From an optimization exercise on the open Yosys and OpenROAD flow, aimed at small area, a short achievable clock period and few clock cycles; shortcuts taken in it are not production practice.
Where RTL was checked, it was by simulation tests only, not by an equivalence proof against the original.
Power is estimated from default activity; no workload was simulated.

==> flow/design.v (excerpt) <==
module MultiCycleCPU (reset, clk, mem_addr, mem_wdata, mem_we, mem_rdata);
==> flow/config.mk <==
export PLATFORM = sky130hd
export DESIGN_NAME = MultiCycleCPU
export DESIGN_NICKNAME = MultiCycleCPU
export VERILOG_FILES = /design/flow/design.v
export SDC_FILE = /design/flow/constraint.sdc
export NUM_CORES = 8
export LEC_CHECK = 0
export CAP_MARGIN = 20
export CORE_MARGIN = 2
export CORE_UTILIZATION = 40
export SETUP_SLACK_MARGIN = 5
export SLEW_MARGIN = 20
export SYNTH_HIERARCHICAL = 1
export SYNTH_MINIMUM_KEEP_SIZE = 0
export TNS_END_PERCENT = 5
==> flow/constraint.sdc <==
create_clock -name core_clock -period 9.5 [get_ports {clk}]
set_input_delay 1.9000 -clock core_clock [delete_from_list [all_inputs] [get_ports {clk}]]
set_output_delay 1.9000 -clock core_clock [all_outputs]
set_load 0.01 [all_outputs]
standard.sh (not shown) runs the stock make flow with config.mk's settings and CLKGATE_MAP_FILE= SYNTH_SCRIPT=/design/flow/synth_recipe.tcl, a recipe that flattens the netlist after the stock synthesis.
==> flow/flow/run.sh <==
#!/bin/bash
# Standard synthesis, then the standard layout steps with a larger setup
# margin for the timing repair (the constraints are unchanged).
set -euo pipefail
bash standard.sh synth > synth.log 2>&1
bash standard.sh SETUP_SLACK_MARGIN=7 finish > layout.log 2>&1
The first run passed the timing, design-rule and antenna checks.
Change:
==> flow/run.sh (new file) <==
#!/bin/bash
# synth_recipe.tcl (not shown) runs the flow's synth.tcl, then flattens the netlist and writes it again
# the make line also repeats each setting of config.mk as NAME=value (left out here)
make -C /OpenROAD-flow-scripts/flow DESIGN_CONFIG=/design/flow/config.mk WORK_HOME=/design/flow/orfs CLKGATE_MAP_FILE= SYNTH_SCRIPT=/design/flow/synth_recipe.tcl finish
removed: flow/flow/run.sh
removed: flow/standard.sh
Outcome: The new run finished clean; hold slack improved by 11 ps; global-route usage decreases by 1.2 points; via count decreases by about 3%; total power decreases by 9.0%; setup slack got worse by 880 ps.
No functional check of the RTL was part of any run of this note.


## run 1
Another version of the RTL of MultiCycleCPU (not shown whole).
Size in the first run: roughly 5000 cells after synthesis.
Settings: LEC_CHECK=0, CAP_MARGIN=20, CORE_MARGIN=2, CORE_UTILIZATION=40, CTS_CLUSTER_DIAMETER=100, CTS_CLUSTER_SIZE=22, SETUP_SLACK_MARGIN=5, SLEW_MARGIN=20, SYNTH_HIERARCHICAL=1, SYNTH_MINIMUM_KEEP_SIZE=0, TNS_END_PERCENT=0; clock period 9.5 ns.
==> flow/flow/run.sh <==
#!/bin/bash
# Standard synthesis, then the standard layout steps with a larger setup
# margin for the timing repair, sizing not limited to the cell footprint,
# and buf_2 port buffers. The constraints are unchanged.
set -euo pipefail
bash standard.sh synth > synth.log 2>&1
bash standard.sh SETUP_SLACK_MARGIN=6.5 "MATCH_CELL_FOOTPRINT=" \
    "BUFFER_PORTS_ARGS=-buffer_cell sky130_fd_sc_hd__buf_2" finish > layout.log 2>&1
Testbench counts of run 1, summed over its fixed seeds: cycles 137,311.
Here is what was changed in the inputs of run 2 compared with run 1.
Settings: TNS_END_PERCENT changed from 0 to 5.
==> flow/flow/run.sh <==
#!/bin/bash
# Standard synthesis, then the standard layout steps with a larger setup
# margin for the timing repair, sizing not limited to the cell footprint,
# and buf_4 port buffers. The constraints are unchanged.
set -euo pipefail
bash standard.sh synth > synth.log 2>&1
bash standard.sh SETUP_SLACK_MARGIN=7 "MATCH_CELL_FOOTPRINT=" \
    "BUFFER_PORTS_ARGS=-buffer_cell sky130_fd_sc_hd__buf_4" finish > layout.log 2>&1
--- outcome ---
Higher global-route usage was reported by run 2, not run 1. There was hardly any difference in relative area of clock buffers and inverters in the final design between run 2 and run 1. Taking run 1 as the reference point, the relative slew slack of run 2 rises by 1.8 points. For run 1, the cell with the largest stage delay on the worst path was sky130_fd_sc_hd__a2111oi_2, unlike run 2, where it was sky130_fd_sc_hd__mux2i_1. Run 2 against run 1: number of fillers in the final layout flat; final net count rose by 0.77%; worst setup slack decreased 0.043 ns; minimum period implied by the final worst setup slack rose by 0.043 ns.
What run 3 does differently from run 2 at the input level:
Settings: CORE_UTILIZATION now 55, was 40.
==> comparison <==
Against run 2, run 3 comes in 14% higher on maximum ir drop on the vdd rail. Worst setup slack sits higher in run 3 than in run 2. In the floorplan summary, run 3 is listed with a die area less than that of run 2. Between run 3 and run 2, share of layout cells above drive strength 1 is higher for run 3, run 2 comes in under that.
Input-level comparison between run 4 and run 3:
Settings: CORE_UTILIZATION now 40, was 55; CTS_CLUSTER_SIZE no longer set, was 22; CTS_CLUSTER_DIAMETER no longer set, was 100.
==> comparison <==
Run 4 ended up with a lower proportion of power drawn by flip-flops and latches than run 3 did. On power dissipated in combinational cells: run 4 sits below run 3. Looking at die height, run 4 sits about 17% higher than run 3 does. Higher area growth from synthesis to final layout was reported by run 4, not run 3. Summary — post-place setup slack, run 4 relative to run 3: higher, by 0.13 ns.
Inputs modified between run 4 and run 5:
Settings: putting CTS_CLUSTER_SIZE at 26 where nothing was set; swapping 5 for 0 in TNS_END_PERCENT; putting CTS_CLUSTER_DIAMETER at 110 where nothing was set.
==> flow/flow/run.sh <==
#!/bin/bash
# Standard synthesis, then the standard layout steps with a larger setup
# margin for the timing repair, sizing not limited to the cell footprint,
# and buf_2 port buffers. The constraints are unchanged.
set -euo pipefail
bash standard.sh synth > synth.log 2>&1
bash standard.sh SETUP_SLACK_MARGIN=7 "MATCH_CELL_FOOTPRINT=" \
    "BUFFER_PORTS_ARGS=-buffer_cell sky130_fd_sc_hd__buf_2" finish > layout.log 2>&1
Notes after the runs:
- Per the comparison of run 5 with run 4, cell area saw a decrease, buffer count excluding the clock tree in the final layout saw a decrease, power saw a decrease, routed length per instance lower, utilization after layout dropped 2.3 points.
- Max highest net fanout along the worst path across run 5 and run 4: run 4
- Taking run 4 as the reference point, the switching share of power of run 5 rises by 2.2 points.
Here is what was changed in the inputs of run 6 compared with run 5.
Settings: changing CTS_CLUSTER_DIAMETER from 110 to 100; changing CTS_CLUSTER_SIZE from 26 to 22.
### Flow results
- Run 6 ran to completion and came out clean on the timing, design-rule and antenna checks.
- Comparing run 5 and run 6, the lower number of buffers inserted by post-CTS setup repair is on run 6.
- Looking at run 5 and run 6, the power is a wash.
- Count of endpoints failing hold in the final timing report: run 6 vs run 5 identical
- Comparing run 5 with run 6, the design area came out essentially unchanged.
- Summary of run 6 over run 5: number of CTS-inserted buffers moved up, number of buffers and inverters on the critical path went down by 2, met3 demand-to-capacity share in global routing went up, overall track demand over capacity in global routing held.
- As far as total vias in the final route is concerned, run 5 and run 6 perform about the same.


Starting RTL as in the previous note.
export LEC_CHECK = 0
export CAP_MARGIN = 20
export CORE_MARGIN = 2
export CORE_UTILIZATION = 40
export CTS_CLUSTER_DIAMETER = 100
export CTS_CLUSTER_SIZE = 22
export GPL_ROUTABILITY_DRIVEN = 0
export SETUP_SLACK_MARGIN = 5
export SLEW_MARGIN = 20
export SYNTH_HIERARCHICAL = 1
export SYNTH_MINIMUM_KEEP_SIZE = 0
export TNS_END_PERCENT = 0
create_clock -name core_clock -period 9.5 [get_ports {clk}]
==> flow/flow/run.sh <==
#!/bin/bash
# Standard synthesis, then the standard layout steps with a larger setup
# margin for the timing repair, sizing not limited to the cell footprint,
# and buf_2 port buffers. The constraints are unchanged.
set -euo pipefail
bash standard.sh synth > synth.log 2>&1
bash standard.sh SETUP_SLACK_MARGIN=7 "MATCH_CELL_FOOTPRINT=" \
    "BUFFER_PORTS_ARGS=-buffer_cell sky130_fd_sc_hd__buf_2" finish > layout.log 2>&1
Testbench counts at the start, summed over its fixed seeds: cycles 137,311.
==> next run, changes <==
Settings changed: CORE_UTILIZATION 40 to 45, GPL_ROUTABILITY_DRIVEN 0 to unset.
Outcome:
- synthesized area does not change
- clock-buffer cell count came out lower by 1
- sequential power is about the same
- maximum frequency decreases by about 0.4%
- setup slack got worse by 0.015 ns
- power increases by about 1.1%
- combinational power rose by about 3%
- via count barely changes
- sequential share of layout area came out lower by 0.11 points


Setup of old:
MultiCycleCPU, a different RTL version from the one above (not shown whole).
For scale: ~99 I/O pins.
==> flow/config.mk <==
export PLATFORM = sky130hd
export DESIGN_NAME = MultiCycleCPU
export DESIGN_NICKNAME = MultiCycleCPU
export VERILOG_FILES = /design/flow/design.v
export SDC_FILE = /design/flow/constraint.sdc
export NUM_CORES = 8
export LEC_CHECK = 0
export CAP_MARGIN = 20
export CORE_MARGIN = 2
export CORE_UTILIZATION = 40
export CTS_CLUSTER_DIAMETER = 100
export CTS_CLUSTER_SIZE = 22
export SETUP_SLACK_MARGIN = 5
export SLEW_MARGIN = 20
export SYNTH_HIERARCHICAL = 1
export SYNTH_MINIMUM_KEEP_SIZE = 0
export TNS_END_PERCENT = 5
==> flow/constraint.sdc <==
create_clock -name core_clock -period 9.5 [get_ports {clk}]
set_input_delay 1.9000 -clock core_clock [delete_from_list [all_inputs] [get_ports {clk}]]
set_output_delay 1.9000 -clock core_clock [all_outputs]
set_load 0.01 [all_outputs]
==> flow/flow/run.sh <==
#!/bin/bash
# Standard synthesis, then the standard layout steps with a larger setup
# margin for the timing repair, sizing not limited to the cell footprint,
# and buf_4 port buffers. The constraints are unchanged.
set -euo pipefail
bash standard.sh synth > synth.log 2>&1
bash standard.sh SETUP_SLACK_MARGIN=7 "MATCH_CELL_FOOTPRINT=" \
    "BUFFER_PORTS_ARGS=-buffer_cell sky130_fd_sc_hd__buf_4" finish > layout.log 2>&1
Testbench counts of old, summed over its fixed seeds: cycles 135,038.
Setup changes, old to new
# old
export LEC_CHECK = 0
export CAP_MARGIN = 20
export CORE_MARGIN = 2
export CORE_UTILIZATION = 40
export CTS_CLUSTER_DIAMETER = 100
export CTS_CLUSTER_SIZE = 22
export SETUP_SLACK_MARGIN = 5
export SLEW_MARGIN = 20
export SYNTH_HIERARCHICAL = 1
export SYNTH_MINIMUM_KEEP_SIZE = 0
export TNS_END_PERCENT = 5
create_clock -name core_clock -period 9.5 [get_ports {clk}]
# new
export LEC_CHECK = 0
export CAP_MARGIN = 20
export CORE_MARGIN = 2
export CORE_UTILIZATION = 40
export CTS_CLUSTER_DIAMETER = 100
export CTS_CLUSTER_SIZE = 22
export SETUP_SLACK_MARGIN = 5
export SLEW_MARGIN = 20
export SYNTH_HIERARCHICAL = 1
export SYNTH_MINIMUM_KEEP_SIZE = 0
export TNS_END_PERCENT = 0
create_clock -name core_clock -period 9.5 [get_ports {clk}]
-- flow/flow/run.sh --
<<< old, line 4
# and buf_4 port buffers. The constraints are unchanged.
>>> new, line 4
# and buf_2 port buffers. The constraints are unchanged.
<<< old, line 8
    "BUFFER_PORTS_ARGS=-buffer_cell sky130_fd_sc_hd__buf_4" finish > layout.log 2>&1
>>> new, line 8
    "BUFFER_PORTS_ARGS=-buffer_cell sky130_fd_sc_hd__buf_2" finish > layout.log 2>&1
Results
- After detailed routing, old needs more wire than new.
- For the worst-path maximum fanout, new came in 23 lower than old did.
- Of old and new, the run reporting the lower final worst hold slack was old.
- The design area of new was superior to that of old.
- Compared new against old; sequential cell power within noise.
- Multi-input gate area in the final layout went down by a few percent going from old to new.
- Against old, new reports a sequential share of layout area that is higher.
- Critical path depth: old and new compared, higher one is new

## re-timing with driven ports
No port has a modelled driver above. Below, the same layouts with a new extraction and two added sets of constraints.
Step 1 sets driving cells, clkbuf_16 on the clock port and buf_2 on the other inputs (assumed; they add their load-dependent delay and slew).
Step 2, shift: input delay + t, output delay - t, t = (earliest + latest rising clock arrival at the registers) / 2. This alone moves slack from input paths to output paths.
Three values: ideal, step 1, step 2; two values: the first two.
run | t (ns) | slack for setup (ns) | cell pins on the clock port's net
the first run of note 1 | 0.859 | 5.798 / 5.810 / 4.993 | 1
the second run of note 1 | 0.867 | 4.922 / 4.922 / 4.243 | 1
run 1 | 0.794 | 5.747 / 5.747 / 5.140 | 1
run 2 | 0.795 | 5.704 / 5.704 / 5.396 | 1
run 3 | 0.766 | 5.713 / 5.713 / 5.404 | 1
run 4 | 0.853 | 5.790 / 5.790 / 5.364 | 1
run 5 | 0.838 | 5.807 / 5.807 / 5.060 | 1
run 6 | 0.806 | 5.789 / 5.789 / 5.073 | 1
the first run of note 3 | 0.797 | 5.766 / 5.766 / 5.132 | 1
the second run of note 3 | 0.814 | 5.750 / 5.750 / 5.085 | 1
old | 0.796 | 5.736 / 5.736 / 5.299 | 1
new | 0.797 | 5.731 / 5.731 / 5.055 | 1
After both steps every run listed still meets setup and hold. The setup slack of the first run of note 1, which loses most, moves by +0.012 ns with the drivers and by -0.805 ns with both steps.
